Background: an optimization exercise with open tools, aiming at small area and a short achievable clock period. Do not read the settings as production practice.
Where RTL was checked, it was by simulation tests only, not by an equivalence proof against the original.
Power figures rest on the tool's default switching activity, not on a simulated workload.

==> flow/design.v (excerpt) <==
module simd_alu_top (
    input  logic         clk,
    input  logic         rst,
    input  logic         overwriteFlags,
    input  logic [2:0]   pcWrEn,
    input  logic [2:0]   ExecuteOp,
    input  logic [127:0] vect1,
    input  logic [127:0] vect2,
    output logic [127:0] vectOut,
    output logic         pcWrEnOut
);
clock: 12.0 ns
lec_check: 0
cap_margin: 20
cell_pad_in_sites_detail_placement: 1
cell_pad_in_sites_global_placement: 1
core_margin: 2
core_utilization: 50
setup_slack_margin: 5
slew_margin: 20
run.sh (not shown) runs the stock make flow with config.mk's settings and CLKGATE_MAP_FILE= SYNTH_SCRIPT=/design/flow/synth_recipe.tcl, a recipe that flattens the netlist after the stock synthesis.
The starting point ran to the end with no violations.
Rerun with:
Settings changed: CELL_PAD_IN_SITES_DETAIL_PLACEMENT 1 to 2, CELL_PAD_IN_SITES_GLOBAL_PLACEMENT 1 to 4, CORE_UTILIZATION 50 to 30.
Critical path depth is higher by 1.
Power climbs by 3.4%.
Final area climbs by 2.3%.
Cell count went up by 12%.
Routed wire length came out higher by 18%.
Clock-buffer cell count rises by 19.
Via count shrinks by 2.5%.
Register-to-register slack is better by 0.06 ns.
No functional check of the RTL was part of any run of this note.

---

Another version of the RTL of simd_alu_top (not shown whole).
Size: about 8700 cells after synthesis, ~81000 µm² of cells after synthesis.
export LEC_CHECK = 0
export CAP_MARGIN = 20
export CELL_PAD_IN_SITES_DETAIL_PLACEMENT = 2
export CELL_PAD_IN_SITES_GLOBAL_PLACEMENT = 4
export CORE_MARGIN = 2
export CORE_UTILIZATION = 30
export SETUP_SLACK_MARGIN = 5
export SLEW_MARGIN = 20
create_clock -name core_clock -period 12.0 [get_ports {clk}]
standard.sh (not shown) runs the stock make flow with config.mk's settings and CLKGATE_MAP_FILE= SYNTH_SCRIPT=/design/flow/synth_recipe.tcl, a recipe that flattens the netlist after the stock synthesis.
==> flow/flow/run.sh <==
#!/bin/bash
# Standard layout, with one netlist clean-up between synthesis and floorplan:
# flow/fixinv.py removes the inverters that Yosys's full-adder extraction
# leaves between full adders (a full adder is self-dual, so flipping the
# polarity of some adders cancels them). Registers are not touched.
set -euo pipefail
RES=orfs/results/$FLOW_PLATFORM/simd_alu_top/base
bash standard.sh synth > synth.log 2>&1
python3 flow/fixinv.py $RES/1_2_yosys.v $RES/1_2_yosys.fixinv.v > fixinv.log 2>&1
cp $RES/1_2_yosys.v $RES/1_2_yosys.orig.v
mv $RES/1_2_yosys.fixinv.v $RES/1_2_yosys.v
rm -f $RES/1_synth.odb $RES/1_synth.sdc
bash standard.sh > layout.log 2>&1
Other scripts of this flow, unchanged in this note and not shown: flow/flow/fixinv.py
Edit:
--- a/flow/flow/run.sh
+++ b/flow/flow/run.sh
@@ -5,0 +6 @@
+# Timing repair aims at a setup slack of $MARGIN ns at the design's clock.
@@ -6,0 +8 @@
+MARGIN=6.5
@@ -13 +15 @@
-bash standard.sh > layout.log 2>&1
+bash standard.sh SETUP_SLACK_MARGIN=$MARGIN finish > layout.log 2>&1
--- a/flow/config.mk
+++ b/flow/config.mk
@@ -13 +12,0 @@
-export SETUP_SLACK_MARGIN = 5
Effect: Routed wire length rose by 10%; design area rose by 12%; register-to-register slack gains 0.56 ns; die area does not change.
No functional check of the RTL was part of any run of this note.

---

Another version of the RTL of simd_alu_top (not shown whole).
Size in the first run: about 390 I/O pins, ~80,000 um2 of cells after synthesis.
Design simd_alu_top, start of the top module:
module simd_alu_top (
    input  logic         clk,
    input  logic         rst,
    input  logic         overwriteFlags,
    input  logic [2:0]   pcWrEn,
    input  logic [2:0]   ExecuteOp,
    input  logic [127:0] vect1,
    input  logic [127:0] vect2,
    output logic [127:0] vectOut,
    output logic         pcWrEnOut
);
clock: 12.0 ns
lec_check: 0
cap_margin: 20
cell_pad_in_sites_detail_placement: 2
cell_pad_in_sites_global_placement: 4
core_margin: 2
core_utilization: 30
slew_margin: 20
==> flow/flow/run.sh <==
#!/bin/bash
# Standard layout, with one netlist clean-up between synthesis and floorplan:
# flow/fixinv.py removes the inverters that Yosys's full-adder extraction
# leaves between full adders (a full adder is self-dual, so flipping the
# polarity of some adders cancels them). Registers are not touched.
# Every port is buffered as in the standard flow, with the library's smallest
# buffer (buf_1) rather than buffer_ports' default pick.
# Timing repair aims at a setup slack of $MARGIN ns at the design's clock.
set -euo pipefail
MARGIN=6.75
RES=orfs/results/$FLOW_PLATFORM/simd_alu_top/base
bash standard.sh synth > synth.log 2>&1
python3 flow/fixinv.py $RES/1_2_yosys.v $RES/1_2_yosys.fixinv.v > fixinv.log 2>&1
cp $RES/1_2_yosys.v $RES/1_2_yosys.orig.v
mv $RES/1_2_yosys.fixinv.v $RES/1_2_yosys.v
rm -f $RES/1_synth.odb $RES/1_synth.sdc
bash standard.sh SETUP_SLACK_MARGIN=$MARGIN "BUFFER_PORTS_ARGS=-buffer_cell sky130_fd_sc_hd__buf_1" finish > layout.log 2>&1
Other scripts of this flow, unchanged in this note and not shown: flow/flow/fixinv.py
The starting point finished clean.
Edit:
--- a/flow/flow/run.sh
+++ b/flow/flow/run.sh
@@ -10 +10 @@
-MARGIN=6.75
+MARGIN=7.0
=> The new run finished clean; sequential cell count stays the same; count of clock-buffer cells in the layout is higher by 2; worst setup slack degrades by 25 ps; non-clock buffer count grows by 452; via count is higher by 4.1%; power rose by 2.4%.
Edit:
--- a/flow/flow/run.sh
+++ b/flow/flow/run.sh
@@ -10 +10 @@
-MARGIN=7.0
+MARGIN=6.5
What happened:
- The new run completed without violations
- die area does not change
- maximum frequency went down by a few percent
- cell area went down by roughly a tenth
- global-route usage went down by 2.2 points
- via count went down by a few percent
- worst setup slack loses 290 ps
- sequential share of layout area went up by 1.6 points
- hold slack gains 3.7 ps
Edit:
--- a/flow/flow/run.sh
+++ b/flow/flow/run.sh
@@ -10 +10 @@
-MARGIN=6.5
+MARGIN=6.75
--- a/flow/config.mk
+++ b/flow/config.mk
@@ -12,0 +13,3 @@
+export CTS_BUF_LIST = sky130_fd_sc_hd__clkbuf_4 sky130_fd_sc_hd__clkbuf_8
+export CTS_CLUSTER_DIAMETER = 60
+export CTS_CLUSTER_SIZE = 20
Outcome:
- The new run went through all stages and came out clean
- core utilization goes down by 0.23 points
- clock-buffer cell count goes up by 5
- worst hold slack gains 11 ps
- wire length goes down by 0.42%
- synthesized cell count is unchanged
- cell count barely changes
- final area goes down by 0.66%
- clock skew goes up by 37 ps
- via count is about the same

---

Another version of the RTL of simd_alu_top (not shown whole).
Size in the first run: ~390 I/O pins, about 81000 um2 of cells after synthesis.
clock: 12.0 ns
lec_check: 0
cap_margin: 20
cell_pad_in_sites_detail_placement: 2
cell_pad_in_sites_global_placement: 4
core_margin: 2
core_utilization: 30
slew_margin: 20
==> flow/flow/run.sh <==
#!/bin/bash
# Standard layout, with one netlist clean-up between synthesis and floorplan:
# flow/fixinv.py removes the inverters that Yosys's full-adder extraction
# leaves between full adders (a full adder is self-dual, so flipping the
# polarity of some adders cancels them). Registers are not touched.
# Every port is buffered as in the standard flow, with the library's smallest
# buffer (buf_1) rather than buffer_ports' default pick.
# Timing repair aims at a setup slack of $MARGIN ns at the design's clock.
set -euo pipefail
MARGIN=7.0
RES=orfs/results/$FLOW_PLATFORM/simd_alu_top/base
bash standard.sh synth > synth.log 2>&1
python3 flow/fixinv.py $RES/1_2_yosys.v $RES/1_2_yosys.fixinv.v > fixinv.log 2>&1
cp $RES/1_2_yosys.v $RES/1_2_yosys.orig.v
mv $RES/1_2_yosys.fixinv.v $RES/1_2_yosys.v
rm -f $RES/1_synth.odb $RES/1_synth.sdc
bash standard.sh SETUP_SLACK_MARGIN=$MARGIN "BUFFER_PORTS_ARGS=-buffer_cell sky130_fd_sc_hd__buf_1" finish > layout.log 2>&1
Other scripts of this flow, unchanged in this note and not shown: flow/flow/fixinv.py
Change:
--- a/flow/flow/run.sh
+++ b/flow/flow/run.sh
@@ -8,5 +8,5 @@
 # Timing repair aims at a setup slack of $MARGIN ns at the design's clock.
 set -euo pipefail
-MARGIN=7.0
+MARGIN=6.5
 RES=orfs/results/$FLOW_PLATFORM/simd_alu_top/base
 bash standard.sh synth > synth.log 2>&1
CELL_PAD_IN_SITES_DETAIL_PLACEMENT = 1   (was 2)
CELL_PAD_IN_SITES_GLOBAL_PLACEMENT = 2   (was 4)
CORE_UTILIZATION = 45   (was 30)
What happened: The changed run finished clean. Non-clock buffer count went down by 381. Setup slack got worse by 0.10 ns. Routed wire length shrinks by 19%.
Change:
CELL_PAD_IN_SITES_DETAIL_PLACEMENT = 2   (was 1)
CELL_PAD_IN_SITES_GLOBAL_PLACEMENT = 4   (was 2)
CORE_UTILIZATION = 30   (was 45)
After rerunning:
- hold slack improves by 0.011 ns
- critical path depth goes down by 5
- clock skew goes up by 0.023 ns
- setup slack improves by 0.039 ns
- via count goes down by 1.8%
- utilization goes down by 17 points
- design area goes up by 1.4%
- total power goes up by 4.6%
- non-clock buffer count goes up by 10
No run of this note included a check of the RTL's function; only the layout flow was run.

---

Setup of tundra:
simd_alu_top with an RTL version that a note above also has.
Size: about 8600 cells after synthesis, about 390 I/O pins, about 78000 sq um of cells after synthesis.
// simd_alu_top
module simd_alu_top (
    input  logic         clk,
    input  logic         rst,
    input  logic         overwriteFlags,
    input  logic [2:0]   pcWrEn,
    input  logic [2:0]   ExecuteOp,
    input  logic [127:0] vect1,
    input  logic [127:0] vect2,
    output logic [127:0] vectOut,
    output logic         pcWrEnOut
);
clock: 12.0 ns
lec_check: 0
cap_margin: 20
cell_pad_in_sites_detail_placement: 2
cell_pad_in_sites_global_placement: 4
core_margin: 2
core_utilization: 30
cts_buf_list: sky130_fd_sc_hd__clkbuf_4 sky130_fd_sc_hd__clkbuf_8
cts_cluster_diameter: 60
cts_cluster_size: 20
slew_margin: 20
==> flow/flow/run.sh <==
#!/bin/bash
# Standard layout, with one netlist clean-up between synthesis and floorplan:
# flow/fixinv.py removes the inverters that Yosys's full-adder extraction
# leaves between full adders (a full adder is self-dual, so flipping the
# polarity of some adders cancels them; half adders whose inputs would both
# need inverting become xor2 + nor2). Registers are not touched.
# Every port is buffered as in the standard flow, with the library's smallest
# buffer (buf_1) rather than buffer_ports' default pick.
# Timing repair aims at a setup slack of $MARGIN ns at the design's clock.
set -euo pipefail
MARGIN=6.75
RES=orfs/results/$FLOW_PLATFORM/simd_alu_top/base
bash standard.sh synth > synth.log 2>&1
python3 flow/fixinv.py $RES/1_2_yosys.v $RES/1_2_yosys.fixinv.v > fixinv.log 2>&1
cp $RES/1_2_yosys.v $RES/1_2_yosys.orig.v
mv $RES/1_2_yosys.fixinv.v $RES/1_2_yosys.v
rm -f $RES/1_synth.odb $RES/1_synth.sdc
bash standard.sh SETUP_SLACK_MARGIN=$MARGIN "BUFFER_PORTS_ARGS=-buffer_cell sky130_fd_sc_hd__buf_1" finish > layout.log 2>&1
Other scripts of this flow, unchanged in this note and not shown: flow/flow/fixinv.py
Input-level comparison between delta and tundra:
Settings: SLEW_MARGIN now 0, was 20; CAP_MARGIN now 0, was 20.
[summary]
Design area essentially unchanged between delta and tundra. Between tundra and delta, the difference in count of plain and timing-repair buffers in the layout is negligible. delta | stages: all done | timing, DRC, antenna: all pass. The count of placed standard cells including taps was comparable across tundra and delta. | sequential share of layout area | tundra vs delta | ≈ equal |. Compared with tundra, in delta count of clock-buffer cells in the layout higher, number of standard cells in the layout, taps in and fillers out roughly the same, worst setup slack higher, share of the final layout cell area in multi-input gates roughly the same. On data-path buffer share of cell area in the final layout, tundra tracks delta almost exactly. The total power was comparable across tundra and delta.

[what the ideal ports hide]
The results above use ideal ports. As a check the final layouts listed here were re-extracted and re-timed, cells and wires unchanged. Step 1 (the two cells are an assumption about what drives the block):
set clk [get_ports {clk}]
set_driving_cell -lib_cell sky130_fd_sc_hd__clkbuf_16 $clk
set_driving_cell -lib_cell sky130_fd_sc_hd__buf_2 [delete_from_list [all_inputs] $clk]
Step 2 times the ports against the registers' clock, not the clock port: input delays grow and output delays shrink by t, the midpoint of the rising clock arrivals with the driver on. a / b / c = ideal / step 1 / step 2; a / b = the first two.
run	shift t [ns]	setup WS [ns]	worst setup path after step 2
the first run of note 1	0.848	5.020 / 4.927 / 4.079	input to register
the second run of note 1	0.944	5.152 / 5.046 / 4.102	input to register
the first run of note 2	0.936	5.124 / 5.060 / 4.124	input to register
the second run of note 2	0.859	6.422 / 6.188 / 5.328	input to register
the first run of note 3	0.940	6.757 / 6.524 / 5.585	input to register
the second run of note 3	0.887	6.732 / 6.599 / 5.713	input to register
the third run of note 3	0.848	6.444 / 6.292 / 5.444	input to register
the fourth run of note 3	1.125	6.718 / 6.691 / 5.566	input to register
the first run of note 4	0.956	6.540 / 6.331 / 5.375	input to register
the second run of note 4	0.855	6.438 / 6.195 / 5.340	input to register
the third run of note 4	0.929	6.476 / 6.399 / 5.470	input to register
tundra	1.108	6.718 / 6.465 / 5.357	input to register
delta	1.120	6.751 / 6.513 / 5.393	input to register
After both steps every run listed still meets setup and hold. The setup slack of tundra, which loses most, moves by -0.253 ns with the drivers and by -1.361 ns with both steps.
